This is an optimization exercise on Yosys and OpenROAD, whose aim is small area, not a production implementation. RTL that was checked went through simulation tests only; none was proved equivalent to the original. No functional check of the RTL was part of run 2. The clock port is modelled as an ideal driver; clocking choices that lean on that would not hold on a real chip. Power is estimated from default activity; no workload was simulated.

==> constraint.sdc <==
create_clock -name core_clock -period 6.5 [get_ports {clk}]
set_input_delay 1.3000 -clock core_clock [delete_from_list [all_inputs] [get_ports {clk}]]
set_output_delay 1.3000 -clock core_clock [all_outputs]
set_load 0.01 [all_outputs]
==> design.v <==
module half_adder(input wire a, input wire b, output wire s, output wire co);
    assign s  = a ^ b;
    assign co = a & b;
endmodule
module full_adder(input wire a, input wire b, input wire ci, output wire s, output wire co);
    assign s  = a ^ b ^ ci;
    assign co = (a & b) | (a & ci) | (b & ci);
endmodule
module booth_sel(input wire one, input wire two, input wire neg, input wire a, input wire am1, output wire x);
    assign x = ((one & a) | (two & am1)) ^ neg;
endmodule
module booth_sel1(input wire one, input wire neg, input wire a, output wire x);
    assign x = (one & a) ^ neg;
endmodule
module booth_selm(input wire one, input wire two, input wire neg, input wire a, output wire xn);
    assign xn = ~(((one | two) & a) ^ neg);
endmodule
module multi16x16(
    input   wire            a_signed,
    input   wire            b_signed,
    input   wire    [15:0]  mula,
    input   wire    [15:0]  mulb,
    output  wire    [31:0]  out
);
    wire a_top = a_signed & mula[15];
    wire b_top = b_signed & mulb[15];
    wire one0 = mulb[0];
    wire two0 = mulb[1] & ~mulb[0];
    wire neg0 = mulb[1];
    wire n1;
    assign n1 = (one0 & mula[0]) ^ neg0;
    wire n2;
    assign n2 = ((one0 & mula[1]) | (two0 & mula[0])) ^ neg0;
    wire n3;
    assign n3 = ((one0 & mula[2]) | (two0 & mula[1])) ^ neg0;
    wire n4;
    assign n4 = ((one0 & mula[3]) | (two0 & mula[2])) ^ neg0;
    wire n5;
    assign n5 = ((one0 & mula[4]) | (two0 & mula[3])) ^ neg0;
    wire n6;
    assign n6 = ((one0 & mula[5]) | (two0 & mula[4])) ^ neg0;
    wire n7;
    assign n7 = ((one0 & mula[6]) | (two0 & mula[5])) ^ neg0;
    wire n8;
    assign n8 = ((one0 & mula[7]) | (two0 & mula[6])) ^ neg0;
    wire n9;
    assign n9 = ((one0 & mula[8]) | (two0 & mula[7])) ^ neg0;
    wire n10;
    assign n10 = ((one0 & mula[9]) | (two0 & mula[8])) ^ neg0;
    wire n11;
    assign n11 = ((one0 & mula[10]) | (two0 & mula[9])) ^ neg0;
    wire n12;
    assign n12 = ((one0 & mula[11]) | (two0 & mula[10])) ^ neg0;
    wire n13;
    assign n13 = ((one0 & mula[12]) | (two0 & mula[11])) ^ neg0;
    wire n14;
    assign n14 = ((one0 & mula[13]) | (two0 & mula[12])) ^ neg0;
    wire n15;
    assign n15 = ((one0 & mula[14]) | (two0 & mula[13])) ^ neg0;
    wire n16;
    assign n16 = ((one0 & mula[15]) | (two0 & mula[14])) ^ neg0;
    wire n17;
    assign n17 = ((one0 & a_top) | (two0 & mula[15])) ^ neg0;
    wire n18;
    assign n18 = ~(((one0 | two0) & a_top) ^ neg0);
    wire one1 = mulb[2] ^ mulb[1];
    wire two1 = (mulb[3] & ~mulb[2] & ~mulb[1]) | (~mulb[3] & mulb[2] & mulb[1]);
    wire neg1 = mulb[3];
    wire n19;
    assign n19 = (one1 & mula[0]) ^ neg1;
    wire n20;
    assign n20 = ((one1 & mula[1]) | (two1 & mula[0])) ^ neg1;
    wire n21;
    assign n21 = ((one1 & mula[2]) | (two1 & mula[1])) ^ neg1;
    wire n22;
    assign n22 = ((one1 & mula[3]) | (two1 & mula[2])) ^ neg1;
    wire n23;
    assign n23 = ((one1 & mula[4]) | (two1 & mula[3])) ^ neg1;
    wire n24;
    assign n24 = ((one1 & mula[5]) | (two1 & mula[4])) ^ neg1;
    wire n25;
    assign n25 = ((one1 & mula[6]) | (two1 & mula[5])) ^ neg1;
    wire n26;
    assign n26 = ((one1 & mula[7]) | (two1 & mula[6])) ^ neg1;
    wire n27;
    assign n27 = ((one1 & mula[8]) | (two1 & mula[7])) ^ neg1;
    wire n28;
    assign n28 = ((one1 & mula[9]) | (two1 & mula[8])) ^ neg1;
    wire n29;
    assign n29 = ((one1 & mula[10]) | (two1 & mula[9])) ^ neg1;
    wire n30;
    assign n30 = ((one1 & mula[11]) | (two1 & mula[10])) ^ neg1;
    wire n31;
    assign n31 = ((one1 & mula[12]) | (two1 & mula[11])) ^ neg1;
    wire n32;
    assign n32 = ((one1 & mula[13]) | (two1 & mula[12])) ^ neg1;
    wire n33;
    assign n33 = ((one1 & mula[14]) | (two1 & mula[13])) ^ neg1;
    wire n34;
    assign n34 = ((one1 & mula[15]) | (two1 & mula[14])) ^ neg1;
    wire n35;
    assign n35 = ((one1 & a_top) | (two1 & mula[15])) ^ neg1;
    wire n36;
    assign n36 = ~(((one1 | two1) & a_top) ^ neg1);
    wire one2 = mulb[4] ^ mulb[3];
    wire two2 = (mulb[5] & ~mulb[4] & ~mulb[3]) | (~mulb[5] & mulb[4] & mulb[3]);
    wire neg2 = mulb[5];
    wire n37;
    assign n37 = (one2 & mula[0]) ^ neg2;
    wire n38;
    assign n38 = ((one2 & mula[1]) | (two2 & mula[0])) ^ neg2;
    wire n39;
    assign n39 = ((one2 & mula[2]) | (two2 & mula[1])) ^ neg2;
    wire n40;
    assign n40 = ((one2 & mula[3]) | (two2 & mula[2])) ^ neg2;
    wire n41;
    assign n41 = ((one2 & mula[4]) | (two2 & mula[3])) ^ neg2;
    wire n42;
    assign n42 = ((one2 & mula[5]) | (two2 & mula[4])) ^ neg2;
    wire n43;
    assign n43 = ((one2 & mula[6]) | (two2 & mula[5])) ^ neg2;
    wire n44;
    assign n44 = ((one2 & mula[7]) | (two2 & mula[6])) ^ neg2;
    wire n45;
    assign n45 = ((one2 & mula[8]) | (two2 & mula[7])) ^ neg2;
    wire n46;
    assign n46 = ((one2 & mula[9]) | (two2 & mula[8])) ^ neg2;
    wire n47;
    assign n47 = ((one2 & mula[10]) | (two2 & mula[9])) ^ neg2;
    wire n48;
    assign n48 = ((one2 & mula[11]) | (two2 & mula[10])) ^ neg2;
    wire n49;
    assign n49 = ((one2 & mula[12]) | (two2 & mula[11])) ^ neg2;
    wire n50;
    assign n50 = ((one2 & mula[13]) | (two2 & mula[12])) ^ neg2;
    wire n51;
    assign n51 = ((one2 & mula[14]) | (two2 & mula[13])) ^ neg2;
    wire n52;
    assign n52 = ((one2 & mula[15]) | (two2 & mula[14])) ^ neg2;
    wire n53;
    assign n53 = ((one2 & a_top) | (two2 & mula[15])) ^ neg2;
    wire n54;
    assign n54 = ~(((one2 | two2) & a_top) ^ neg2);
    wire one3 = mulb[6] ^ mulb[5];
    wire two3 = (mulb[7] & ~mulb[6] & ~mulb[5]) | (~mulb[7] & mulb[6] & mulb[5]);
    wire neg3 = mulb[7];
    wire n55;
    assign n55 = (one3 & mula[0]) ^ neg3;
    wire n56;
    assign n56 = ((one3 & mula[1]) | (two3 & mula[0])) ^ neg3;
    wire n57;
    assign n57 = ((one3 & mula[2]) | (two3 & mula[1])) ^ neg3;
    wire n58;
    assign n58 = ((one3 & mula[3]) | (two3 & mula[2])) ^ neg3;
    wire n59;
    assign n59 = ((one3 & mula[4]) | (two3 & mula[3])) ^ neg3;
    wire n60;
    assign n60 = ((one3 & mula[5]) | (two3 & mula[4])) ^ neg3;
    wire n61;
    assign n61 = ((one3 & mula[6]) | (two3 & mula[5])) ^ neg3;
    wire n62;
    assign n62 = ((one3 & mula[7]) | (two3 & mula[6])) ^ neg3;
    wire n63;
    assign n63 = ((one3 & mula[8]) | (two3 & mula[7])) ^ neg3;
    wire n64;
    assign n64 = ((one3 & mula[9]) | (two3 & mula[8])) ^ neg3;
    wire n65;
    assign n65 = ((one3 & mula[10]) | (two3 & mula[9])) ^ neg3;
    wire n66;
    assign n66 = ((one3 & mula[11]) | (two3 & mula[10])) ^ neg3;
    wire n67;
    assign n67 = ((one3 & mula[12]) | (two3 & mula[11])) ^ neg3;
    wire n68;
    assign n68 = ((one3 & mula[13]) | (two3 & mula[12])) ^ neg3;
    wire n69;
    assign n69 = ((one3 & mula[14]) | (two3 & mula[13])) ^ neg3;
    wire n70;
    assign n70 = ((one3 & mula[15]) | (two3 & mula[14])) ^ neg3;
    wire n71;
    assign n71 = ((one3 & a_top) | (two3 & mula[15])) ^ neg3;
    wire n72;
    assign n72 = ~(((one3 | two3) & a_top) ^ neg3);
    wire one4 = mulb[8] ^ mulb[7];
    wire two4 = (mulb[9] & ~mulb[8] & ~mulb[7]) | (~mulb[9] & mulb[8] & mulb[7]);
    wire neg4 = mulb[9];
    wire n73;
    assign n73 = (one4 & mula[0]) ^ neg4;
    wire n74;
    assign n74 = ((one4 & mula[1]) | (two4 & mula[0])) ^ neg4;
    wire n75;
    assign n75 = ((one4 & mula[2]) | (two4 & mula[1])) ^ neg4;
    wire n76;
    assign n76 = ((one4 & mula[3]) | (two4 & mula[2])) ^ neg4;
    wire n77;
    assign n77 = ((one4 & mula[4]) | (two4 & mula[3])) ^ neg4;
    wire n78;
    assign n78 = ((one4 & mula[5]) | (two4 & mula[4])) ^ neg4;
    wire n79;
    assign n79 = ((one4 & mula[6]) | (two4 & mula[5])) ^ neg4;
    wire n80;
    assign n80 = ((one4 & mula[7]) | (two4 & mula[6])) ^ neg4;
    wire n81;
    assign n81 = ((one4 & mula[8]) | (two4 & mula[7])) ^ neg4;
    wire n82;
    assign n82 = ((one4 & mula[9]) | (two4 & mula[8])) ^ neg4;
    wire n83;
    assign n83 = ((one4 & mula[10]) | (two4 & mula[9])) ^ neg4;
    wire n84;
    assign n84 = ((one4 & mula[11]) | (two4 & mula[10])) ^ neg4;
    wire n85;
    assign n85 = ((one4 & mula[12]) | (two4 & mula[11])) ^ neg4;
    wire n86;
    assign n86 = ((one4 & mula[13]) | (two4 & mula[12])) ^ neg4;
    wire n87;
    assign n87 = ((one4 & mula[14]) | (two4 & mula[13])) ^ neg4;
    wire n88;
    assign n88 = ((one4 & mula[15]) | (two4 & mula[14])) ^ neg4;
    wire n89;
    assign n89 = ((one4 & a_top) | (two4 & mula[15])) ^ neg4;
    wire n90;
    assign n90 = ~(((one4 | two4) & a_top) ^ neg4);
    wire one5 = mulb[10] ^ mulb[9];
    wire two5 = (mulb[11] & ~mulb[10] & ~mulb[9]) | (~mulb[11] & mulb[10] & mulb[9]);
    wire neg5 = mulb[11];
    wire n91;
    assign n91 = (one5 & mula[0]) ^ neg5;
    wire n92;
    assign n92 = ((one5 & mula[1]) | (two5 & mula[0])) ^ neg5;
    wire n93;
    assign n93 = ((one5 & mula[2]) | (two5 & mula[1])) ^ neg5;
    wire n94;
    assign n94 = ((one5 & mula[3]) | (two5 & mula[2])) ^ neg5;
    wire n95;
    assign n95 = ((one5 & mula[4]) | (two5 & mula[3])) ^ neg5;
    wire n96;
    assign n96 = ((one5 & mula[5]) | (two5 & mula[4])) ^ neg5;
    wire n97;
    assign n97 = ((one5 & mula[6]) | (two5 & mula[5])) ^ neg5;
    wire n98;
    assign n98 = ((one5 & mula[7]) | (two5 & mula[6])) ^ neg5;
    wire n99;
    assign n99 = ((one5 & mula[8]) | (two5 & mula[7])) ^ neg5;
    wire n100;
    assign n100 = ((one5 & mula[9]) | (two5 & mula[8])) ^ neg5;
    wire n101;
    assign n101 = ((one5 & mula[10]) | (two5 & mula[9])) ^ neg5;
    wire n102;
    assign n102 = ((one5 & mula[11]) | (two5 & mula[10])) ^ neg5;
    wire n103;
    assign n103 = ((one5 & mula[12]) | (two5 & mula[11])) ^ neg5;
    wire n104;
    assign n104 = ((one5 & mula[13]) | (two5 & mula[12])) ^ neg5;
    wire n105;
    assign n105 = ((one5 & mula[14]) | (two5 & mula[13])) ^ neg5;
    wire n106;
    assign n106 = ((one5 & mula[15]) | (two5 & mula[14])) ^ neg5;
    wire n107;
    assign n107 = ((one5 & a_top) | (two5 & mula[15])) ^ neg5;
    wire n108;
    assign n108 = ~(((one5 | two5) & a_top) ^ neg5);
    wire one6 = mulb[12] ^ mulb[11];
    wire two6 = (mulb[13] & ~mulb[12] & ~mulb[11]) | (~mulb[13] & mulb[12] & mulb[11]);
    wire neg6 = mulb[13];
    wire n109;
    assign n109 = (one6 & mula[0]) ^ neg6;
    wire n110;
    assign n110 = ((one6 & mula[1]) | (two6 & mula[0])) ^ neg6;
    wire n111;
    assign n111 = ((one6 & mula[2]) | (two6 & mula[1])) ^ neg6;
    wire n112;
    assign n112 = ((one6 & mula[3]) | (two6 & mula[2])) ^ neg6;
    wire n113;
    assign n113 = ((one6 & mula[4]) | (two6 & mula[3])) ^ neg6;
    wire n114;
    assign n114 = ((one6 & mula[5]) | (two6 & mula[4])) ^ neg6;
    wire n115;
    assign n115 = ((one6 & mula[6]) | (two6 & mula[5])) ^ neg6;
    wire n116;
    assign n116 = ((one6 & mula[7]) | (two6 & mula[6])) ^ neg6;
    wire n117;
    assign n117 = ((one6 & mula[8]) | (two6 & mula[7])) ^ neg6;
    wire n118;
    assign n118 = ((one6 & mula[9]) | (two6 & mula[8])) ^ neg6;
    wire n119;
    assign n119 = ((one6 & mula[10]) | (two6 & mula[9])) ^ neg6;
    wire n120;
    assign n120 = ((one6 & mula[11]) | (two6 & mula[10])) ^ neg6;
    wire n121;
    assign n121 = ((one6 & mula[12]) | (two6 & mula[11])) ^ neg6;
    wire n122;
    assign n122 = ((one6 & mula[13]) | (two6 & mula[12])) ^ neg6;
    wire n123;
    assign n123 = ((one6 & mula[14]) | (two6 & mula[13])) ^ neg6;
    wire n124;
    assign n124 = ((one6 & mula[15]) | (two6 & mula[14])) ^ neg6;
    wire n125;
    assign n125 = ((one6 & a_top) | (two6 & mula[15])) ^ neg6;
    wire n126;
    assign n126 = ~(((one6 | two6) & a_top) ^ neg6);
    wire one7 = mulb[14] ^ mulb[13];
    wire two7 = (mulb[15] & ~mulb[14] & ~mulb[13]) | (~mulb[15] & mulb[14] & mulb[13]);
    wire neg7 = mulb[15];
    wire n127;
    assign n127 = (one7 & mula[0]) ^ neg7;
    wire n128;
    assign n128 = ((one7 & mula[1]) | (two7 & mula[0])) ^ neg7;
    wire n129;
    assign n129 = ((one7 & mula[2]) | (two7 & mula[1])) ^ neg7;
    wire n130;
    assign n130 = ((one7 & mula[3]) | (two7 & mula[2])) ^ neg7;
    wire n131;
    assign n131 = ((one7 & mula[4]) | (two7 & mula[3])) ^ neg7;
    wire n132;
    assign n132 = ((one7 & mula[5]) | (two7 & mula[4])) ^ neg7;
    wire n133;
    assign n133 = ((one7 & mula[6]) | (two7 & mula[5])) ^ neg7;
    wire n134;
    assign n134 = ((one7 & mula[7]) | (two7 & mula[6])) ^ neg7;
    wire n135;
    assign n135 = ((one7 & mula[8]) | (two7 & mula[7])) ^ neg7;
    wire n136;
    assign n136 = ((one7 & mula[9]) | (two7 & mula[8])) ^ neg7;
    wire n137;
    assign n137 = ((one7 & mula[10]) | (two7 & mula[9])) ^ neg7;
    wire n138;
    assign n138 = ((one7 & mula[11]) | (two7 & mula[10])) ^ neg7;
    wire n139;
    assign n139 = ((one7 & mula[12]) | (two7 & mula[11])) ^ neg7;
    wire n140;
    assign n140 = ((one7 & mula[13]) | (two7 & mula[12])) ^ neg7;
    wire n141;
    assign n141 = ((one7 & mula[14]) | (two7 & mula[13])) ^ neg7;
    wire n142;
    assign n142 = ((one7 & mula[15]) | (two7 & mula[14])) ^ neg7;
    wire n143;
    assign n143 = ((one7 & a_top) | (two7 & mula[15])) ^ neg7;
    wire n144;
    assign n144 = ~(((one7 | two7) & a_top) ^ neg7);
    wire one8 = mulb[15] & ~b_top;
    wire n145;
    assign n145 = one8 & mula[0];
    wire n146;
    assign n146 = one8 & mula[1];
    wire n147;
    assign n147 = one8 & mula[2];
    wire n148;
    assign n148 = one8 & mula[3];
    wire n149;
    assign n149 = one8 & mula[4];
    wire n150;
    assign n150 = one8 & mula[5];
    wire n151;
    assign n151 = one8 & mula[6];
    wire n152;
    assign n152 = one8 & mula[7];
    wire n153;
    assign n153 = one8 & mula[8];
    wire n154;
    assign n154 = one8 & mula[9];
    wire n155;
    assign n155 = one8 & mula[10];
    wire n156;
    assign n156 = one8 & mula[11];
    wire n157;
    assign n157 = one8 & mula[12];
    wire n158;
    assign n158 = one8 & mula[13];
    wire n159;
    assign n159 = one8 & mula[14];
    wire n160;
    assign n160 = one8 & mula[15];
    wire n161, n162;
    half_adder ha1 (.a(neg0), .b(n1), .s(n161), .co(n162));
    wire n163, n164;
    half_adder ha2 (.a(n2), .b(n162), .s(n163), .co(n164));
    wire n165, n166;
    full_adder fa1 (.a(neg1), .b(n3), .ci(n19), .s(n165), .co(n166));
    wire n167, n168;
    half_adder ha3 (.a(n164), .b(n165), .s(n167), .co(n168));
    wire n169, n170;
    full_adder fa2 (.a(n4), .b(n20), .ci(n166), .s(n169), .co(n170));
    wire n171, n172;
    half_adder ha4 (.a(n168), .b(n169), .s(n171), .co(n172));
    wire n173, n174;
    full_adder fa3 (.a(neg2), .b(n5), .ci(n21), .s(n173), .co(n174));
    wire n175, n176;
    full_adder fa4 (.a(n37), .b(n173), .ci(n170), .s(n175), .co(n176));
    wire n177, n178;
    half_adder ha5 (.a(n172), .b(n175), .s(n177), .co(n178));
    wire n179, n180;
    full_adder fa5 (.a(n6), .b(n22), .ci(n38), .s(n179), .co(n180));
    wire n181, n182;
    full_adder fa6 (.a(n174), .b(n179), .ci(n176), .s(n181), .co(n182));
    wire n183, n184;
    half_adder ha6 (.a(n178), .b(n181), .s(n183), .co(n184));
    wire n185, n186;
    full_adder fa7 (.a(neg3), .b(n7), .ci(n23), .s(n185), .co(n186));
    wire n187, n188;
    full_adder fa8 (.a(n39), .b(n55), .ci(n180), .s(n187), .co(n188));
    wire n189, n190;
    full_adder fa9 (.a(n185), .b(n187), .ci(n182), .s(n189), .co(n190));
    wire n191, n192;
    half_adder ha7 (.a(n184), .b(n189), .s(n191), .co(n192));
    wire n193, n194;
    full_adder fa10 (.a(n8), .b(n24), .ci(n40), .s(n193), .co(n194));
    wire n195, n196;
    full_adder fa11 (.a(n56), .b(n186), .ci(n193), .s(n195), .co(n196));
    wire n197, n198;
    full_adder fa12 (.a(n188), .b(n195), .ci(n190), .s(n197), .co(n198));
    wire n199, n200;
    full_adder fa13 (.a(neg4), .b(n9), .ci(n25), .s(n199), .co(n200));
    wire n201, n202;
    full_adder fa14 (.a(n41), .b(n57), .ci(n73), .s(n201), .co(n202));
    wire n203, n204;
    full_adder fa15 (.a(n194), .b(n199), .ci(n201), .s(n203), .co(n204));
    wire n205, n206;
    half_adder ha8 (.a(n196), .b(n203), .s(n205), .co(n206));
    wire n207, n208;
    full_adder fa16 (.a(n10), .b(n26), .ci(n42), .s(n207), .co(n208));
    wire n209, n210;
    full_adder fa17 (.a(n58), .b(n74), .ci(n200), .s(n209), .co(n210));
    wire n211, n212;
    full_adder fa18 (.a(n202), .b(n207), .ci(n209), .s(n211), .co(n212));
    wire n213, n214;
    full_adder fa19 (.a(n204), .b(n211), .ci(n206), .s(n213), .co(n214));
    wire n215, n216;
    full_adder fa20 (.a(neg5), .b(n11), .ci(n27), .s(n215), .co(n216));
    wire n217, n218;
    full_adder fa21 (.a(n43), .b(n59), .ci(n75), .s(n217), .co(n218));
    wire n219, n220;
    full_adder fa22 (.a(n91), .b(n208), .ci(n215), .s(n219), .co(n220));
    wire n221, n222;
    full_adder fa23 (.a(n217), .b(n210), .ci(n219), .s(n221), .co(n222));
    wire n223, n224;
    full_adder fa24 (.a(n212), .b(n221), .ci(n214), .s(n223), .co(n224));
    wire n225, n226;
    full_adder fa25 (.a(n12), .b(n28), .ci(n44), .s(n225), .co(n226));
    wire n227, n228;
    full_adder fa26 (.a(n60), .b(n76), .ci(n92), .s(n227), .co(n228));
    wire n229, n230;
    full_adder fa27 (.a(n216), .b(n218), .ci(n225), .s(n229), .co(n230));
    wire n231, n232;
    full_adder fa28 (.a(n227), .b(n220), .ci(n229), .s(n231), .co(n232));
    wire n233, n234;
    full_adder fa29 (.a(n222), .b(n231), .ci(n224), .s(n233), .co(n234));
    wire n235, n236;
    full_adder fa30 (.a(neg6), .b(n13), .ci(n29), .s(n235), .co(n236));
    wire n237, n238;
    full_adder fa31 (.a(n45), .b(n61), .ci(n77), .s(n237), .co(n238));
    wire n239, n240;
    full_adder fa32 (.a(n93), .b(n109), .ci(n226), .s(n239), .co(n240));
    wire n241, n242;
    full_adder fa33 (.a(n228), .b(n235), .ci(n237), .s(n241), .co(n242));
    wire n243, n244;
    full_adder fa34 (.a(n239), .b(n230), .ci(n241), .s(n243), .co(n244));
    wire n245, n246;
    half_adder ha9 (.a(n232), .b(n243), .s(n245), .co(n246));
    wire n247, n248;
    full_adder fa35 (.a(n14), .b(n30), .ci(n46), .s(n247), .co(n248));
    wire n249, n250;
    full_adder fa36 (.a(n62), .b(n78), .ci(n94), .s(n249), .co(n250));
    wire n251, n252;
    full_adder fa37 (.a(n110), .b(n236), .ci(n238), .s(n251), .co(n252));
    wire n253, n254;
    full_adder fa38 (.a(n247), .b(n249), .ci(n240), .s(n253), .co(n254));
    wire n255, n256;
    full_adder fa39 (.a(n242), .b(n251), .ci(n253), .s(n255), .co(n256));
    wire n257, n258;
    full_adder fa40 (.a(n244), .b(n255), .ci(n246), .s(n257), .co(n258));
    wire n259, n260;
    full_adder fa41 (.a(neg7), .b(n15), .ci(n31), .s(n259), .co(n260));
    wire n261, n262;
    full_adder fa42 (.a(n47), .b(n63), .ci(n79), .s(n261), .co(n262));
    wire n263, n264;
    full_adder fa43 (.a(n95), .b(n111), .ci(n127), .s(n263), .co(n264));
    wire n265, n266;
    full_adder fa44 (.a(n248), .b(n250), .ci(n259), .s(n265), .co(n266));
    wire n267, n268;
    full_adder fa45 (.a(n261), .b(n263), .ci(n252), .s(n267), .co(n268));
    wire n269, n270;
    full_adder fa46 (.a(n265), .b(n254), .ci(n267), .s(n269), .co(n270));
    wire n271, n272;
    full_adder fa47 (.a(n256), .b(n269), .ci(n258), .s(n271), .co(n272));
    wire n273, n274;
    full_adder fa48 (.a(n16), .b(n32), .ci(n48), .s(n273), .co(n274));
    wire n275, n276;
    full_adder fa49 (.a(n64), .b(n80), .ci(n96), .s(n275), .co(n276));
    wire n277, n278;
    full_adder fa50 (.a(n112), .b(n128), .ci(n260), .s(n277), .co(n278));
    wire n279, n280;
    full_adder fa51 (.a(n262), .b(n264), .ci(n273), .s(n279), .co(n280));
    wire n281, n282;
    full_adder fa52 (.a(n275), .b(n277), .ci(n266), .s(n281), .co(n282));
    wire n283, n284;
    full_adder fa53 (.a(n279), .b(n268), .ci(n281), .s(n283), .co(n284));
    wire n285, n286;
    half_adder ha10 (.a(n270), .b(n283), .s(n285), .co(n286));
    wire n287, n288;
    full_adder fa54 (.a(n17), .b(n33), .ci(n49), .s(n287), .co(n288));
    wire n289, n290;
    full_adder fa55 (.a(n65), .b(n81), .ci(n97), .s(n289), .co(n290));
    wire n291, n292;
    full_adder fa56 (.a(n113), .b(n129), .ci(n145), .s(n291), .co(n292));
    wire n293, n294;
    full_adder fa57 (.a(n274), .b(n276), .ci(n287), .s(n293), .co(n294));
    wire n295, n296;
    full_adder fa58 (.a(n289), .b(n291), .ci(n278), .s(n295), .co(n296));
    wire n297, n298;
    full_adder fa59 (.a(n280), .b(n293), .ci(n295), .s(n297), .co(n298));
    wire n299, n300;
    full_adder fa60 (.a(n282), .b(n297), .ci(n284), .s(n299), .co(n300));
    wire n301 = ~n18;
    wire n302, n303;
    full_adder fa61 (.a(n34), .b(n50), .ci(n66), .s(n302), .co(n303));
    wire n304, n305;
    full_adder fa62 (.a(n82), .b(n98), .ci(n114), .s(n304), .co(n305));
    wire n306, n307;
    full_adder fa63 (.a(n130), .b(n146), .ci(n301), .s(n306), .co(n307));
    wire n308, n309;
    full_adder fa64 (.a(n288), .b(n290), .ci(n292), .s(n308), .co(n309));
    wire n310, n311;
    full_adder fa65 (.a(n302), .b(n304), .ci(n306), .s(n310), .co(n311));
    wire n312, n313;
    full_adder fa66 (.a(n294), .b(n308), .ci(n310), .s(n312), .co(n313));
    wire n314, n315;
    full_adder fa67 (.a(n296), .b(n312), .ci(n298), .s(n314), .co(n315));
    wire n316 = ~n35;
    wire n317, n318;
    full_adder fa68 (.a(n51), .b(n67), .ci(n83), .s(n317), .co(n318));
    wire n319, n320;
    full_adder fa69 (.a(n99), .b(n115), .ci(n131), .s(n319), .co(n320));
    wire n321, n322;
    full_adder fa70 (.a(n147), .b(n18), .ci(n316), .s(n321), .co(n322));
    wire n323, n324;
    full_adder fa71 (.a(n303), .b(n305), .ci(n307), .s(n323), .co(n324));
    wire n325, n326;
    full_adder fa72 (.a(n317), .b(n319), .ci(n321), .s(n325), .co(n326));
    wire n327, n328;
    full_adder fa73 (.a(n309), .b(n311), .ci(n323), .s(n327), .co(n328));
    wire n329, n330;
    full_adder fa74 (.a(n325), .b(n313), .ci(n327), .s(n329), .co(n330));
    wire n331, n332;
    full_adder fa75 (.a(n36), .b(n52), .ci(n68), .s(n331), .co(n332));
    wire n333, n334;
    full_adder fa76 (.a(n84), .b(n100), .ci(n116), .s(n333), .co(n334));
    wire n335, n336;
    full_adder fa77 (.a(n132), .b(n148), .ci(n35), .s(n335), .co(n336));
    wire n337, n338;
    full_adder fa78 (.a(n318), .b(n320), .ci(n322), .s(n337), .co(n338));
    wire n339, n340;
    full_adder fa79 (.a(n331), .b(n333), .ci(n335), .s(n339), .co(n340));
    wire n341, n342;
    full_adder fa80 (.a(n324), .b(n326), .ci(n337), .s(n341), .co(n342));
    wire n343, n344;
    full_adder fa81 (.a(n339), .b(n328), .ci(n341), .s(n343), .co(n344));
    wire n345 = ~n53;
    wire n346, n347;
    full_adder fa82 (.a(n69), .b(n85), .ci(n101), .s(n346), .co(n347));
    wire n348, n349;
    full_adder fa83 (.a(n117), .b(n133), .ci(n149), .s(n348), .co(n349));
    wire n350, n351;
    full_adder fa84 (.a(n345), .b(n332), .ci(n334), .s(n350), .co(n351));
    wire n352, n353;
    full_adder fa85 (.a(n336), .b(n346), .ci(n348), .s(n352), .co(n353));
    wire n354, n355;
    full_adder fa86 (.a(n338), .b(n340), .ci(n350), .s(n354), .co(n355));
    wire n356, n357;
    full_adder fa87 (.a(n352), .b(n342), .ci(n354), .s(n356), .co(n357));
    wire n358, n359;
    full_adder fa88 (.a(n54), .b(n70), .ci(n86), .s(n358), .co(n359));
    wire n360, n361;
    full_adder fa89 (.a(n102), .b(n118), .ci(n134), .s(n360), .co(n361));
    wire n362, n363;
    full_adder fa90 (.a(n150), .b(n53), .ci(n347), .s(n362), .co(n363));
    wire n364, n365;
    full_adder fa91 (.a(n349), .b(n358), .ci(n360), .s(n364), .co(n365));
    wire n366, n367;
    full_adder fa92 (.a(n351), .b(n362), .ci(n353), .s(n366), .co(n367));
    wire n368, n369;
    full_adder fa93 (.a(n364), .b(n355), .ci(n366), .s(n368), .co(n369));
    wire n370 = ~n71;
    wire n371, n372;
    full_adder fa94 (.a(n87), .b(n103), .ci(n119), .s(n371), .co(n372));
    wire n373, n374;
    full_adder fa95 (.a(n135), .b(n151), .ci(n370), .s(n373), .co(n374));
    wire n375, n376;
    full_adder fa96 (.a(n359), .b(n361), .ci(n371), .s(n375), .co(n376));
    wire n377, n378;
    full_adder fa97 (.a(n373), .b(n363), .ci(n365), .s(n377), .co(n378));
    wire n379, n380;
    full_adder fa98 (.a(n375), .b(n367), .ci(n377), .s(n379), .co(n380));
    wire n381, n382;
    full_adder fa99 (.a(n72), .b(n88), .ci(n104), .s(n381), .co(n382));
    wire n383, n384;
    full_adder fa100 (.a(n120), .b(n136), .ci(n152), .s(n383), .co(n384));
    wire n385, n386;
    full_adder fa101 (.a(n71), .b(n372), .ci(n374), .s(n385), .co(n386));
    wire n387, n388;
    full_adder fa102 (.a(n381), .b(n383), .ci(n376), .s(n387), .co(n388));
    wire n389, n390;
    full_adder fa103 (.a(n385), .b(n378), .ci(n387), .s(n389), .co(n390));
    wire n391 = ~n89;
    wire n392, n393;
    full_adder fa104 (.a(n105), .b(n121), .ci(n137), .s(n392), .co(n393));
    wire n394, n395;
    full_adder fa105 (.a(n153), .b(n391), .ci(n382), .s(n394), .co(n395));
    wire n396, n397;
    full_adder fa106 (.a(n384), .b(n392), .ci(n386), .s(n396), .co(n397));
    wire n398, n399;
    full_adder fa107 (.a(n394), .b(n396), .ci(n388), .s(n398), .co(n399));
    wire n400, n401;
    full_adder fa108 (.a(n90), .b(n106), .ci(n122), .s(n400), .co(n401));
    wire n402, n403;
    full_adder fa109 (.a(n138), .b(n154), .ci(n89), .s(n402), .co(n403));
    wire n404, n405;
    full_adder fa110 (.a(n393), .b(n400), .ci(n402), .s(n404), .co(n405));
    wire n406, n407;
    full_adder fa111 (.a(n395), .b(n404), .ci(n397), .s(n406), .co(n407));
    wire n408 = ~n107;
    wire n409, n410;
    full_adder fa112 (.a(n123), .b(n139), .ci(n155), .s(n409), .co(n410));
    wire n411, n412;
    full_adder fa113 (.a(n408), .b(n401), .ci(n403), .s(n411), .co(n412));
    wire n413, n414;
    full_adder fa114 (.a(n409), .b(n405), .ci(n411), .s(n413), .co(n414));
    wire n415, n416;
    full_adder fa115 (.a(n108), .b(n124), .ci(n140), .s(n415), .co(n416));
    wire n417, n418;
    full_adder fa116 (.a(n156), .b(n107), .ci(n410), .s(n417), .co(n418));
    wire n419, n420;
    full_adder fa117 (.a(n415), .b(n412), .ci(n417), .s(n419), .co(n420));
    wire n421 = ~n125;
    wire n422, n423;
    full_adder fa118 (.a(n141), .b(n157), .ci(n421), .s(n422), .co(n423));
    wire n424, n425;
    full_adder fa119 (.a(n416), .b(n422), .ci(n418), .s(n424), .co(n425));
    wire n426, n427;
    full_adder fa120 (.a(n126), .b(n142), .ci(n158), .s(n426), .co(n427));
    wire n428, n429;
    full_adder fa121 (.a(n125), .b(n423), .ci(n426), .s(n428), .co(n429));
    wire n430 = ~n143;
    wire n431, n432;
    full_adder fa122 (.a(n159), .b(n430), .ci(n427), .s(n431), .co(n432));
    wire n433, n434;
    full_adder fa123 (.a(n144), .b(n160), .ci(n143), .s(n433), .co(n434));
    wire n435, n436;
    half_adder ha11 (.a(n192), .b(n197), .s(n435), .co(n436));
    wire n437, n438;
    half_adder ha12 (.a(n198), .b(n205), .s(n437), .co(n438));
    wire n439, n440;
    half_adder ha13 (.a(n234), .b(n245), .s(n439), .co(n440));
    wire n441, n442;
    half_adder ha14 (.a(n272), .b(n285), .s(n441), .co(n442));
    wire n443, n444;
    half_adder ha15 (.a(n286), .b(n299), .s(n443), .co(n444));
    wire n445, n446;
    half_adder ha16 (.a(n300), .b(n314), .s(n445), .co(n446));
    wire n447, n448;
    half_adder ha17 (.a(n315), .b(n329), .s(n447), .co(n448));
    wire n449, n450;
    half_adder ha18 (.a(n330), .b(n343), .s(n449), .co(n450));
    wire n451, n452;
    half_adder ha19 (.a(n344), .b(n356), .s(n451), .co(n452));
    wire n453, n454;
    half_adder ha20 (.a(n357), .b(n368), .s(n453), .co(n454));
    wire n455, n456;
    half_adder ha21 (.a(n369), .b(n379), .s(n455), .co(n456));
    wire n457, n458;
    half_adder ha22 (.a(n380), .b(n389), .s(n457), .co(n458));
    wire n459, n460;
    half_adder ha23 (.a(n390), .b(n398), .s(n459), .co(n460));
    wire n461, n462;
    half_adder ha24 (.a(n399), .b(n406), .s(n461), .co(n462));
    wire n463, n464;
    half_adder ha25 (.a(n407), .b(n413), .s(n463), .co(n464));
    wire n465, n466;
    half_adder ha26 (.a(n414), .b(n419), .s(n465), .co(n466));
    wire n467, n468;
    half_adder ha27 (.a(n420), .b(n424), .s(n467), .co(n468));
    wire n469, n470;
    half_adder ha28 (.a(n425), .b(n428), .s(n469), .co(n470));
    wire n471, n472;
    half_adder ha29 (.a(n429), .b(n431), .s(n471), .co(n472));
    wire n473, n474;
    half_adder ha30 (.a(n432), .b(n433), .s(n473), .co(n474));
    wire n475 = n438 | (n437 & n436);
    wire n476 = n437 & n435;
    wire n477 = n223 & n213;
    wire n478 = n439 & n233;
    wire n479 = n271 & n257;
    wire n480 = n444 | (n443 & n442);
    wire n481 = n443 & n441;
    wire n482 = n448 | (n447 & n446);
    wire n483 = n447 & n445;
    wire n484 = n452 | (n451 & n450);
    wire n485 = n451 & n449;
    wire n486 = n456 | (n455 & n454);
    wire n487 = n455 & n453;
    wire n488 = n460 | (n459 & n458);
    wire n489 = n459 & n457;
    wire n490 = n464 | (n463 & n462);
    wire n491 = n463 & n461;
    wire n492 = n468 | (n467 & n466);
    wire n493 = n467 & n465;
    wire n494 = n472 | (n471 & n470);
    wire n495 = n471 & n469;
    wire n496 = n477 & n475;
    wire n497 = n477 & n476;
    wire n498 = n479 & n440;
    wire n499 = n479 & n478;
    wire n500 = n482 | (n483 & n480);
    wire n501 = n483 & n481;
    wire n502 = n486 | (n487 & n484);
    wire n503 = n487 & n485;
    wire n504 = n490 | (n491 & n488);
    wire n505 = n491 & n489;
    wire n506 = n494 | (n495 & n492);
    wire n507 = n495 & n493;
    wire n508 = n498 | (n499 & n496);
    wire n509 = n499 & n497;
    wire n510 = n502 | (n503 & n500);
    wire n511 = n503 & n501;
    wire n512 = n506 | (n507 & n504);
    wire n513 = n507 & n505;
    wire n514 = n510 | (n511 & n508);
    wire n515 = n511 & n509;
    wire n516 = n512 | (n513 & n514);
    wire n517 = n513 & n515;
    wire n518 = n500 | (n501 & n508);
    wire n519 = n501 & n509;
    wire n520 = n504 | (n505 & n514);
    wire n521 = n505 & n515;
    wire n522 = n440 | (n478 & n496);
    wire n523 = n478 & n497;
    wire n524 = n480 | (n481 & n508);
    wire n525 = n481 & n509;
    wire n526 = n484 | (n485 & n518);
    wire n527 = n485 & n519;
    wire n528 = n488 | (n489 & n514);
    wire n529 = n489 & n515;
    wire n530 = n492 | (n493 & n520);
    wire n531 = n493 & n521;
    wire n532 = n213 & n475;
    wire n533 = n213 & n476;
    wire n534 = n233 & n496;
    wire n535 = n233 & n497;
    wire n536 = n257 & n522;
    wire n537 = n257 & n523;
    wire n538 = n442 | (n441 & n508);
    wire n539 = n441 & n509;
    wire n540 = n446 | (n445 & n524);
    wire n541 = n445 & n525;
    wire n542 = n450 | (n449 & n518);
    wire n543 = n449 & n519;
    wire n544 = n454 | (n453 & n526);
    wire n545 = n453 & n527;
    wire n546 = n458 | (n457 & n514);
    wire n547 = n457 & n515;
    wire n548 = n462 | (n461 & n528);
    wire n549 = n461 & n529;
    wire n550 = n466 | (n465 & n520);
    wire n551 = n465 & n521;
    wire n552 = n470 | (n469 & n530);
    wire n553 = n469 & n531;
    wire n554 = n474 | (n473 & n516);
    wire n555 = n473 & n517;
    wire n556 = n437 ^ n436;
    wire n557 = n213 ^ n475;
    wire n558 = n223 ^ n532;
    wire n559 = n233 ^ n496;
    wire n560 = n439 ^ n534;
    wire n561 = n257 ^ n522;
    wire n562 = n271 ^ n536;
    wire n563 = n441 ^ n508;
    wire n564 = n443 ^ n538;
    wire n565 = n445 ^ n524;
    wire n566 = n447 ^ n540;
    wire n567 = n449 ^ n518;
    wire n568 = n451 ^ n542;
    wire n569 = n453 ^ n526;
    wire n570 = n455 ^ n544;
    wire n571 = n457 ^ n514;
    wire n572 = n459 ^ n546;
    wire n573 = n461 ^ n528;
    wire n574 = n463 ^ n548;
    wire n575 = n465 ^ n520;
    wire n576 = n467 ^ n550;
    wire n577 = n469 ^ n530;
    wire n578 = n471 ^ n552;
    wire n579 = n473 ^ n516;
    assign out[0] = n161;  
    assign out[1] = n163;  
    assign out[2] = n167;  
    assign out[3] = n171;  
    assign out[4] = n177;  
    assign out[5] = n183;  
    assign out[6] = n191;  
    assign out[7] = n435;  
    assign out[8] = n556;  
    assign out[9] = n557;  
    assign out[10] = n558;  
    assign out[11] = n559;  
    assign out[12] = n560;  
    assign out[13] = n561;  
    assign out[14] = n562;  
    assign out[15] = n563;  
    assign out[16] = n564;  
    assign out[17] = n565;  
    assign out[18] = n566;  
    assign out[19] = n567;  
    assign out[20] = n568;  
    assign out[21] = n569;  
    assign out[22] = n570;  
    assign out[23] = n571;  
    assign out[24] = n572;  
    assign out[25] = n573;  
    assign out[26] = n574;  
    assign out[27] = n575;  
    assign out[28] = n576;  
    assign out[29] = n577;  
    assign out[30] = n578;  
    assign out[31] = n579;  
endmodule
module mul16_top(
    input   wire            clk,
    input   wire            a_signed,
    input   wire            b_signed,
    input   wire    [15:0]  mula,
    input   wire    [15:0]  mulb,
    output  reg     [31:0]  p
);
reg             a_signed_q, b_signed_q;
reg     [15:0]  mula_q, mulb_q;
wire    [31:0]  prod;
always @(posedge clk) begin
    a_signed_q <= a_signed;
    b_signed_q <= b_signed;
    mula_q     <= mula;
    mulb_q     <= mulb;
    p          <= prod;
end
multi16x16 mult(
    .a_signed(a_signed_q),
    .b_signed(b_signed_q),
    .mula(mula_q),
    .mulb(mulb_q),
    .out(prod)
);
endmodule
==> config.mk <==
export PLATFORM = sky130hd
export DESIGN_NAME = mul16_top
export DESIGN_NICKNAME = mul16_top
export VERILOG_FILES = /design/flow/design.v
export SDC_FILE = /design/flow/constraint.sdc
export NUM_CORES = 4
export LEC_CHECK = 0
export ABC_AREA = 1
export CAP_MARGIN = 20
export CORE_MARGIN = 2
export CORE_UTILIZATION = 55
export CTS_BUF_LIST = sky130_fd_sc_hd__clkbuf_4 sky130_fd_sc_hd__clkbuf_8
export CTS_CLUSTER_SIZE = 16
export SLEW_MARGIN = 20
export SYNTH_HIERARCHICAL = 1
==> standard.sh <==
#!/bin/bash
# synth_recipe.tcl (not shown) runs the flow's synth.tcl, then flattens the netlist and writes it again
# the make line also repeats each setting of config.mk as NAME=value (left out here)
make -C /OpenROAD-flow-scripts/flow DESIGN_CONFIG=/design/flow/config.mk WORK_HOME=/design/flow/orfs CLKGATE_MAP_FILE= SYNTH_SCRIPT=/design/flow/synth_recipe.tcl "${@:-finish}"
==> flow/run.sh <==
#!/bin/bash
# Standard ORFS layout (the standard.sh, unchanged synthesis), except:
#  - the port buffers inserted before global placement are the smallest buffer
#    cell instead of the resizer's default choice;
#  - clock tree synthesis does not add dummy loads to balance the tree.
# Full make/tool output goes to standard.log; ORFS keeps each step's own log
# under orfs/logs/.
set -euo pipefail
export BUFFER_PORTS_ARGS="-buffer_cell sky130_fd_sc_hd__buf_1"
export CTS_ARGS="-sink_clustering_enable -repair_clock_nets -dont_use_dummy_load -sink_clustering_size 16 -buf_list {sky130_fd_sc_hd__clkbuf_4 sky130_fd_sc_hd__clkbuf_8}"
bash standard.sh > standard.log 2>&1
==> results.rst, run 1 <==
.. list-table::
   :header-rows: 1

   * - Metric
     - Value
   * - VDD IR max
     - 393 uV
   * - Die boundary height
     - 125 um
   * - CTS root buf
     - clkbuf_8
   * - Final-layout setup total negative slack
     - 0 ns
   * - Clock network latency to the later pin of the worst-skew pair
     - 0.37 ns
   * - First DRT Iteration DRCs
     - 382
   * - Number of antenna violations at the first check in global routing
     - 0
   * - Combined area of the multi-input logic cells
     - 5940 um2
   * - Final clock skew
     - 0.0307 ns
   * - Crit Path Class
     - flip-flop to flip-flop
   * - Total power of the final layout
     - 0.00496 W
   * - Number of storage elements in the synthesis netlist
     - 66
   * - Number of instances in the synthesized netlist
     - 784
   * - Die boundary width
     - 125 um
   * - Die area
     - 15700 um2
   * - Global placer's final weighted congestion
     - 0.910
   * - Filler cell count in the final layout
     - 1313
   * - Headroom to the max-slew limit
     - 43.9%
   * - Register area share after synthesis
     - 16.4%
   * - Number of buffers inserted by post-CTS setup repair
     - 0
   * - Number of standard-cell rows in the floorplan
     - 44
   * - Number of buffers created by CTS
     - 9
   * - Port Buf Inserts
     - 66
   * - Data required time at the worst endpoint
     - 6.79 ns
   * - Startpoint kind of the worst setup timing path
     - flip-flop
   * - RSZ-0062 raised after global routing
     - no
   * - Hold crit path type
     - flip-flop to flip-flop
   * - IO Count
     - 67
   * - Fraction of the cycle the final worst path needs
     - 91.1%
   * - Diode count
     - 0
   * - Final setup vio count
     - 0
   * - Fmax achieved
     - 169 MHz
   * - Net count after synthesis
     - 984
   * - Total power per unit cell area
     - 601 nW/um2
   * - Initial core utilization
     - 56.0%
   * - Antenna Violating Nets Remaining
     - 0
   * - # DRC
     - 0
   * - Unique masters post-synth
     - 35
   * - Status
     - timing/DRC/antenna clean
   * - Clock-pin slew of the registers on the worst-case setup and hold paths
     - 0.08 ns
   * - Area of the core region
     - 14400 um2
   * - Net count, final
     - 1000
   * - Total number of yosys warnings
     - 7
   * - Global-route wire length before repair
     - 31.5 mm
   * - Pin slew with the least headroom to its limit
     - 0.832 ns
   * - Commonest non-fill, non-tap cell in the layout
     - xor2_1
   * - Pin count of the biggest net entering global routing
     - 24
   * - Detailed placement HPWL
     - 14.3 mm
   * - Detailed-route vias per instance
     - 5.76
   * - Number of global-route vias before repair
     - 6013
   * - Most frequent cells in the layout
     - xor2_1, fa_1, o22ai_1, dfxtp_1, buf_1
   * - Combined area of all synthesized cells
     - 8080 um2
   * - Maximum level of the CTS H-tree
     - 3
   * - Global Route Usage Sum
     - 25.1%
   * - Clock sink count
     - 66
   * - Layout overhead on the synthesized area
     - 2.12%
   * - Largest driver fanout on the critical path
     - 17
   * - Max-capacitance violation count
     - 0
   * - Hold bufs inserted after CTS
     - 0
   * - Critical Path End Type
     - flip-flop
   * - Leak pwr
     - 3.46 nW
   * - Post-DR wirelength/cell
     - 18.9 um
   * - Gates resized, CTS repair
     - 0
   * - First-pass DRT Iterations
     - 5
   * - Max-slew violation total from the final report
     - 0
   * - Syn Area/Cell
     - 10.3 um2
   * - Maximum count of clock buffers along a single path
     - 2
   * - Total count of hold-check failures in the final report
     - 0
   * - Footprint of the flip-flops and latches
     - 1320 um2
   * - Routed wire length
     - 18.5 mm
   * - GR Overflow Total
     - 0
   * - Share of post-route cells with drive strength above 1
     - 10.8%
   * - Via count
     - 5655
   * - Worst endpoint data arrival time
     - 6.21 ns
   * - Post-route minimum period
     - 5.92 ns
   * - Clock tree from TritonCTS
     - built
## power by group
part	total [W]	internal [W]	switching [W]
clock network	0.000278	0.000123	0.000155
logic	0.00403	0.00181	0.00222
registers	0.000650	0.000620	0.0000302
total	0.00496	0.00255	0.00240
## cell type report
cell class / count / share of cell area (%)
repair buffers: 89 / 5.10
flip-flops and latches: 66 / 16.0
clock buffers: 9 / 1.50
inverters: 52 / 2.55
well taps: 184 / 2.79
multi-input cells: 582 / 72.0
## kinds of logic (layout without fill, tap and decap cells)
logic type	count (synthesis)	count (layout)	share of synthesized area [%]
adders and majority gates	165	165	37.0
AOI/OAI and AO/OA	165	165	15.2
xor gates and xnor gates	145	145	15.7
buffers and inverters	136	150	10.1
and+or+nand+nor	107	107	5.69
DFF	66	66	16.4
## modules after synthesis, one instance, submodules excluded
module / cell area (um2) / flops+latches / cells inside / times used
full_adder: 20.0 / 0 / 1 / 123
multi16x16: 3920 / 0 / 565 / 1
half_adder: 12.5 / 0 / 1 / 30
mul16_top: 1320 / 66 / 66 / 1
## state kept, by name (all words and copies together) (netlist names)
register    cells
p              32
mula_q         16
mulb_q         16
a_signed_q      1
b_signed_q      1
## cell usage after synthesis
master,instances,area (um2)
xor2_1,137,1200
fa_1,123,2460
o22ai_1,106,663
dfxtp_1,66,1320
nor2_1,44,165
ha_1,42,526
buf_4,40,300
nand2_1,36,135
inv_1,28,105
buf_2,23,115
o22ai_2,21,263
clkinv_1,17,63.8
nand2_2,14,87.6
a21oi_1,13,65.1
buf_6,13,146
xnor2_1,8,70.1
a211oi_1,7,52.6
nand3_1,7,35.0
clkbuf_1,6,22.5
inv_4,6,37.5
o21ai_4,6,97.6
o21ai_0,4,20.0
a21o_1,2,15.0
a31o_2,2,17.5
nand4_1,2,12.5
nor2_2,2,12.5
a22oi_1,1,7.51
a31oi_1,1,6.26
buf_1,1,3.75
buf_8,1,15.0
inv_2,1,3.75
nor3_1,1,5.00
o21ai_2,1,8.76
o21bai_1,1,7.51
or2_2,1,6.26
## per-stage QoR
stage / setup slack (ns) / instances / utilization, % / cell area [um2] / hold slack, ns
3_3_place_gp: 0.771 / 973 / 56.3 / 8120 / 0.634
6_report: 0.579 / 982 / 57.2 / 8250 / 0.680
5_1_grt: 0.152 / 982 / 57.2 / 8250 / 0.738
3_5_place_dp: 0.613 / 973 / 56.3 / 8120 / 0.668
4_1_cts: 0.569 / 982 / 57.2 / 8250 / 0.694
2_1_floorplan: 1.28 / 784 / - / 8080 / 0.612
## worst max-delay path: stages (launching register included)
cell and delay [ns]:
dfxtp_1 0.33, clkinv_1 0.38, nand2_2 0.42, o22ai_1 0.13, xor2_1 0.18, fa_1 0.44, fa_1 0.40, fa_1 0.39
fa_1 0.43, fa_1 0.40, fa_1 0.40, ha_1 0.31, ha_1 0.18, nor2_1 0.14, nor2_1 0.09, nand2_1 0.08
nand2_2 0.09, nand2_1 0.07, nand3_1 0.22, nand2_1 0.13, nand2_1 0.08, nand2_1 0.06, nand2_1 0.05, ha_1 0.17
nor2_1 0.14, xnor2_1 0.13
## path summary, 6_finish.rpt
check | cells past startpoint | from | slack (ns) | to
setup / recovery | 25 | mulb_q[0] | 0.58 | p[30]
hold / removal | 1 | mulb_q[1] | 0.68 | p[0]
setup reg to reg | 25 | mulb_q[0] | 0.58 | p[30]
hold reg to reg | 1 | mulb_q[1] | 0.68 | p[0]
## layer usage
metal	up-vias	global-route usage, %	routed length, um
li1	2610	-	-
met1	2829	34.7	8170
met2	178	40.4	8900
met3	38	3.94	962
met4	0	9.22	513
met5	-	0	0
==> inputs of run 2 (changes only) <==
--- a/design.v
+++ b/design.v
@@ -18,10 +18,11 @@
 module multi16x16(
     input   wire            a_signed,
     input   wire            b_signed,
-    input   wire    [15:0]  mula,
+    input   wire    [15:0]  mula_n,
     input   wire    [15:0]  mulb,
     output  wire    [31:0]  out
 );
+    wire [15:0] mula = ~mula_n;
     wire a_top = a_signed & mula[15];
     wire b_top = b_signed & mulb[15];
     wire one0 = mulb[0];
@@ -830,19 +831,19 @@
     output  reg     [31:0]  p
 );
 reg             a_signed_q, b_signed_q;
-reg     [15:0]  mula_q, mulb_q;
+reg     [15:0]  mula_nq, mulb_q;
 wire    [31:0]  prod;
 always @(posedge clk) begin
     a_signed_q <= a_signed;
     b_signed_q <= b_signed;
-    mula_q     <= mula;
+    mula_nq    <= ~mula;
     mulb_q     <= mulb;
     p          <= prod;
 end
 multi16x16 mult(
     .a_signed(a_signed_q),
     .b_signed(b_signed_q),
-    .mula(mula_q),
+    .mula_n(mula_nq),
     .mulb(mulb_q),
     .out(prod)
 );
==> flow/run.sh (replaced) <==
#!/bin/bash
# The standard layout (standard.sh, synthesis unchanged) with these changes:
#  - before floorplan, combinational cells that synthesis upsized are swapped
#    back to their smallest drive strength (flow/downsize.tcl); the standard
#    repair steps add drive back where slew, capacitance or timing need it;
#  - global placement is not timing-driven (no rebuffering there); the
#    synthesis buffers are still removed before it (flow/unbuffer.tcl);
#  - the port buffers inserted before global placement are buf_1 instead of
#    the resizer's default choice;
#  - clock tree synthesis uses clkbuf_4 buffers and adds no dummy loads; after
#    it, a clock buffer driving 10 or more pins becomes a clkbuf_8
#    (flow/cts_fix.tcl) to keep clock-pin slews low.
# The full output of the make run goes to standard.log here; ORFS keeps each
# step's own log under orfs/logs/.
set -euo pipefail
here=$(pwd)
export BUFFER_PORTS_ARGS="-buffer_cell sky130_fd_sc_hd__buf_1"
export CTS_ARGS="-sink_clustering_enable -repair_clock_nets -dont_use_dummy_load -sink_clustering_size 12 -root_buf sky130_fd_sc_hd__clkbuf_4 -buf_list {sky130_fd_sc_hd__clkbuf_4}"
export PRE_FLOORPLAN_TCL="$here/flow/downsize.tcl"
export POST_CTS_TCL="$here/flow/cts_fix.tcl"
export PRE_GLOBAL_PLACE_TCL="$here/flow/unbuffer.tcl"
export CTS_FIX_MIN_SINKS=10
bash standard.sh > standard.log 2>&1
==> flow/cts_fix.tcl (new file) <==
# POST_CTS hook: a clkbuf_4 clock buffer that drives many flip-flops is
# swapped for a clkbuf_8 so that every clock pin's slew stays well inside the
# limit; the placement is then legalized again.
set db [ord::get_db]
set block [[$db getChip] getBlock]
set big [$db findMaster sky130_fd_sc_hd__clkbuf_8]
set n 0
foreach inst [$block getInsts] {
  if {[[$inst getMaster] getName] != "sky130_fd_sc_hd__clkbuf_4"} { continue }
  set out [$inst findITerm X]
  set net [$out getNet]
  if {$net == "NULL"} { continue }
  set sinks [expr {[llength [$net getITerms]] - 1}]
  if {$sinks >= $::env(CTS_FIX_MIN_SINKS)} {
    puts "clock buffer [$inst getName] drives $sinks pins: clkbuf_8"
    $inst swapMaster $big
    incr n
  }
}
puts "upsized $n clock buffers"
if {$n > 0} {
  detailed_placement
  check_placement -verbose
  estimate_parasitics -placement
}
==> flow/downsize.tcl (new file) <==
# PRE_FLOORPLAN hook: swap every combinational cell that synthesis upsized
# (drive strength 2 or more) back to its smallest variant of the same
# function; buffers, clock cells, flip-flops and adder cells are left alone.
# The standard flow's later repair steps add drive back where slew,
# capacitance or timing need it.
set db [ord::get_db]
set block [[$db getChip] getBlock]
set n 0
foreach inst [$block getInsts] {
  set m [[$inst getMaster] getName]
  if {![regexp {^sky130_fd_sc_hd__([a-z0-9]+)_([0-9]+)$} $m -> base drive]} { continue }
  if {$drive < 2} { continue }
  if {[regexp {^(buf|clkbuf|clkinv|dfxtp|fa|ha|conb|dly|clkdly)} $base]} { continue }
  foreach d {1 0} {
    set new [$db findMaster sky130_fd_sc_hd__${base}_$d]
    if {$new != "NULL"} {
      puts "downsize [$inst getName] $m -> sky130_fd_sc_hd__${base}_$d"
      $inst swapMaster $new
      incr n
      break
    }
  }
}
puts "downsized $n instances"
==> flow/unbuffer.tcl (new file) <==
# PRE_GLOBAL_PLACE hook: remove the buffers synthesis inserted, as the
# standard flow does when global placement is timing-driven; the standard
# repair_design step after placement adds back the buffers that slew,
# capacitance or fanout limits need.
remove_buffers
--- a/config.mk
+++ b/config.mk
@@ -11,5 +11,6 @@
 export CORE_UTILIZATION = 55
 export CTS_BUF_LIST = sky130_fd_sc_hd__clkbuf_4 sky130_fd_sc_hd__clkbuf_8
 export CTS_CLUSTER_SIZE = 16
+export GPL_TIMING_DRIVEN = 0
 export SLEW_MARGIN = 20
 export SYNTH_HIERARCHICAL = 1
==> results.rst, run 2 <==
.. list-table::
   :header-rows: 1

   * - Metric
     - Value
   * - Fraction of the cycle the final worst path needs
     - 93.7% (was 91.1%)
   * - First-pass DRT Iterations
     - 7 (was 5)
   * - Max-slew violation total from the final report
     - 0 (unchanged)
   * - Critical Path End Type
     - flip-flop (unchanged)
   * - Post-route minimum period
     - 6.09 ns (was 5.92 ns)
   * - # DRC
     - 0 (unchanged)
   * - Hold crit path type
     - flip-flop to flip-flop (unchanged)
   * - Fmax achieved
     - 164 MHz (was 169 MHz)
   * - Final clock skew
     - 0.0410 ns (was 0.0307 ns)
   * - Status
     - timing/DRC/antenna clean (unchanged)
   * - Data required time at the worst endpoint
     - 6.86 ns (was 6.79 ns)
   * - Clock tree from TritonCTS
     - built (unchanged)
   * - Crit Path Class
     - flip-flop to flip-flop (unchanged)
   * - Worst setup timing slack at the placement stage
     - -0.579 ns (was 0.613 ns)
   * - Worst endpoint data arrival time
     - 6.46 ns (was 6.21 ns)
   * - Largest driver fanout on the critical path
     - 22 (was 17)
   * - Number of instances in the synthesized netlist
     - 801 (was 784)
   * - Die area
     - 15400 um2 (was 15700 um2)
   * - Die boundary height
     - 124 um (was 125 um)
   * - Max-capacitance violation count
     - 0 (unchanged)
   * - Cell at the slowest stage of the critical path
     - dfxtp_2 (was fa_1)
   * - Capture endpoint of the worst hold path
     - p[0] (unchanged)
   * - Total count of hold-check failures in the final report
     - 0 (unchanged)
   * - Total number of yosys warnings
     - 7 (unchanged)
   * - Filler cell count in the final layout
     - 1290 (was 1313)
   * - Switching Share
     - 49.0% (was 48.5%)
   * - Net count after synthesis
     - 1001 (was 984)
   * - Clock group share of total power
     - 4.6% (was 5.6%)
   * - First DRT Iteration DRCs
     - 395 (was 382)
   * - RSZ-0062 raised after global routing
     - no (unchanged)
   * - Reg2Reg Launch Point
     - mulb_q[9] (was mulb_q[0])
   * - Detailed placement HPWL
     - 13.2 mm (was 14.3 mm)
   * - Antenna Violating Nets Remaining
     - 0 (unchanged)
   * - Via count
     - 5584 (was 5655)
   * - Cell depth of the worst min-delay path
     - 1 (unchanged)
   * - Clock-pin slew of the registers on the worst-case setup and hold paths
     - 0.09 ns (was 0.08 ns)
   * - Global-route wire length before repair
     - 29.1 mm (was 31.5 mm)
   * - Initial core utilization
     - 56.6% (was 56.0%)
   * - Area of the core region
     - 14000 um2 (was 14400 um2)
   * - Sw Pwr
     - 0.00238 W (was 0.00240 W)
   * - Leak pwr
     - 3.37 nW (was 3.46 nW)
   * - Worst Reg-to-Reg Cells
     - 23 (was 25)
   * - Hold WS
     - 0.801 ns (was 0.680 ns)
   * - Clock network latency to the later pin of the worst-skew pair
     - 0.45 ns (was 0.37 ns)
   * - Buffers & Inverters on Critical Path
     - 2 (was 1)
   * - Worst path setup slack after routing
     - 0.408 ns (was 0.579 ns)
   * - Origin of the worst min-delay path
     - mulb_q[1] (unchanged)
   * - Share of post-route cells with drive strength above 1
     - 3.21% (was 10.8%)
   * - Port Buf Inserts
     - 66 (unchanged)
   * - Number of flip-flops under the largest register name
     - 32 (unchanged)
   * - Leading registers by flop count
     - p (32), mula_nq (16), mulb_q (16) (was p (32), mula_q (16), mulb_q (16))
   * - Top reg by flops
     - p (unchanged)
   * - Setup slack of the most critical reg-to-reg path
     - 0.41 ns (was 0.58 ns)
   * - Global placer's final weighted congestion
     - 0.889 (was 0.910)
   * - Startpoint kind of the worst setup timing path
     - flip-flop (unchanged)
   * - Destination of the worst register-to-register timing path
     - p[30] (unchanged)
   * - Number of standard-cell rows in the floorplan
     - 43 (was 44)
   * - Delay of the slowest cell on the worst path
     - 0.78 ns (was 0.44 ns)
   * - IO Count
     - 67 (unchanged)
   * - Headroom to the max-slew limit
     - 29.0% (was 43.9%)
   * - Total power per unit cell area
     - 618 nW/um2 (was 601 nW/um2)
   * - Critical path cell sequence
     - inv_1 -> o21ai_1 -> buf_4 -> o22ai_1 -> xor2_1 -> fa_1 -> fa_1 -> fa_1 -> ha_1 -> fa_1 -> fa_1 -> ha_1 -> nand4_1 -> nor2_1 -> nand2_1 -> nand3_1 -> nand2_1 -> nand2_1 -> nand2_1 -> nand2_1 -> ha_1 -> nor2_1 -> xnor2_1
   * - VDD IR max
     - 393 uV (about the same)
   * - Pin count of the biggest net entering global routing
     - 24 (unchanged)
   * - Net count, final
     - 981 (was 1000)
   * - Sequential share of power
     - 14.4% (was 13.1%)
   * - Gate family responsible for the most delay along the worst path
     - adder cells (unchanged)
   * - Global Route Usage Sum
     - 25.1% (about the same)
   * - Final-layout setup total negative slack
     - 0 ns (unchanged)
   * - Die boundary width
     - 124 um (was 125 um)
   * - Commonest non-fill, non-tap cell in the layout
     - xor2_1 (unchanged)
   * - Post-DR wirelength/cell
     - 18.5 um (was 18.9 um)
   * - Final setup vio count
     - 0 (unchanged)
   * - Diode count
     - 0 (unchanged)
   * - Number of antenna violations at the first check in global routing
     - 0 (unchanged)
   * - Cell internal pwr
     - 0.00247 W (was 0.00255 W)
   * - Pin slew with the least headroom to its limit
     - 1.06 ns (was 0.832 ns)
   * - Part of the power in combinational logic
     - 81.0% (was 81.3%)
   * - Clock sink count
     - 66 (unchanged)
   * - Routed wire length
     - 17.8 mm (was 18.5 mm)
   * - GR Overflow Total
     - 0 (unchanged)
   * - Most frequent cells in the layout
     - xor2_1, o22ai_1, fa_1, buf_1, dfxtp_1 (was xor2_1, fa_1, o22ai_1, dfxtp_1, buf_1)
   * - Number of global-route vias before repair
     - 5696 (was 6013)
   * - Detailed-route vias per instance
     - 5.82 (was 5.76)
-- run 2: cell count changes in the layout (fill, tap and decap cells not counted), sizes merged --
cell,delta
buf,-20
clkinv,-16
inv,+17
-- run 2: power groups by stage --
stage                     logic [W]  registers, W  clock network (W)
final                       0.00393      0.000699           0.000223
after global routing        0.00455      0.000716           0.000253
after detailed placement    0.00395      0.000709                  0
after global placement      0.00381      0.000707                  0
after floorplan             0.00443      0.000719                  0
-- run 2: through the flow --
| step | area (um2) | total power (W) | std cells | util (%) |
|---|---|---|---|---|
| after global routing | 7860 | 0.00552 | 959 | 56.2 |
| after global placement | 7690 | 0.00451 | 947 | 55.0 |
| after detailed placement | 7720 | 0.00466 | 950 | 55.2 |
| final | 7860 | 0.00485 | 959 | 56.2 |
| after floorplan | 7920 | 0.00515 | 801 | - |
-- run 2: area by class of cell --
type	count	area [um2]	area share (%)
inverters	53	199	2.53
multi-input cells	582	5750	73.1
flip-flops and latches	66	1340	17.0
repair buffers	69	270	3.44
clock buffers	9	80.1	1.02
well taps	180	225	2.87
-- run 2: layer usage --
layer / vias to the layer above / wire [um] / global-route usage, %
li1: 2585 / - / -
met1: 2748 / 7860 / 34.0
met2: 220 / 8290 / 40.0
met3: 31 / 1200 / 5.54
met4: 0 / 420 / 8.57
met5: - / 0 / 0
-- run 2: worst register-to-register path, cell delays in order (launching register included) --
cell and delay [ns]:
dfxtp_2 0.78, inv_1 0.19, o21ai_1 0.44, buf_4 0.28
o22ai_1 0.10, xor2_1 0.20, fa_1 0.46, fa_1 0.58
fa_1 0.42, ha_1 0.21, fa_1 0.39, fa_1 0.41
ha_1 0.36, nand4_1 0.14, nor2_1 0.06, nand2_1 0.06
nand3_1 0.22, nand2_1 0.13, nand2_1 0.07, nand2_1 0.06
nand2_1 0.05, ha_1 0.17, nor2_1 0.14, xnor2_1 0.13
-- run 2: how the worst max path moves through the flow --
stage | startpoint | to | slack, ns | cells after the start
3_3_place_gp | mulb_q[5] | p[30] | -0.47 | 22
3_5_place_dp | mulb_q[3] | p[30] | -0.58 | 24
2_1_floorplan | mulb_q[3] | p[30] | 1.12 | 27
6_report | mulb_q[9] | p[30] | 0.41 | 23
5_1_grt | mulb_q[15] | p[30] | 0.003 | 22

-- afterwards: timing with drivers on the ports --
Ports are ideal in the flow. The routed layouts listed here were re-timed in OpenROAD. Step 1 sets driving cells, clkbuf_16 on the clock port and buf_2 on the other inputs (assumed; they add their load-dependent delay and slew). Step 2 times the ports against the registers' clock, not the clock port: input delays grow and output delays shrink by t, the midpoint of the rising clock arrivals with the driver on. Slacks: no drivers / after step 1 / after step 2; pairs: no drivers / after step 1.
run	shift t [ns]	slack for setup (ns)	worst hold slack (ns)
run 1	0.395	0.579 / 0.579 / 0.579	0.680 / 0.680 / 0.680
run 2	0.467	0.408 / 0.408 / 0.408	0.801 / 0.801 / 0.801
After both steps every run listed still meets setup and hold.
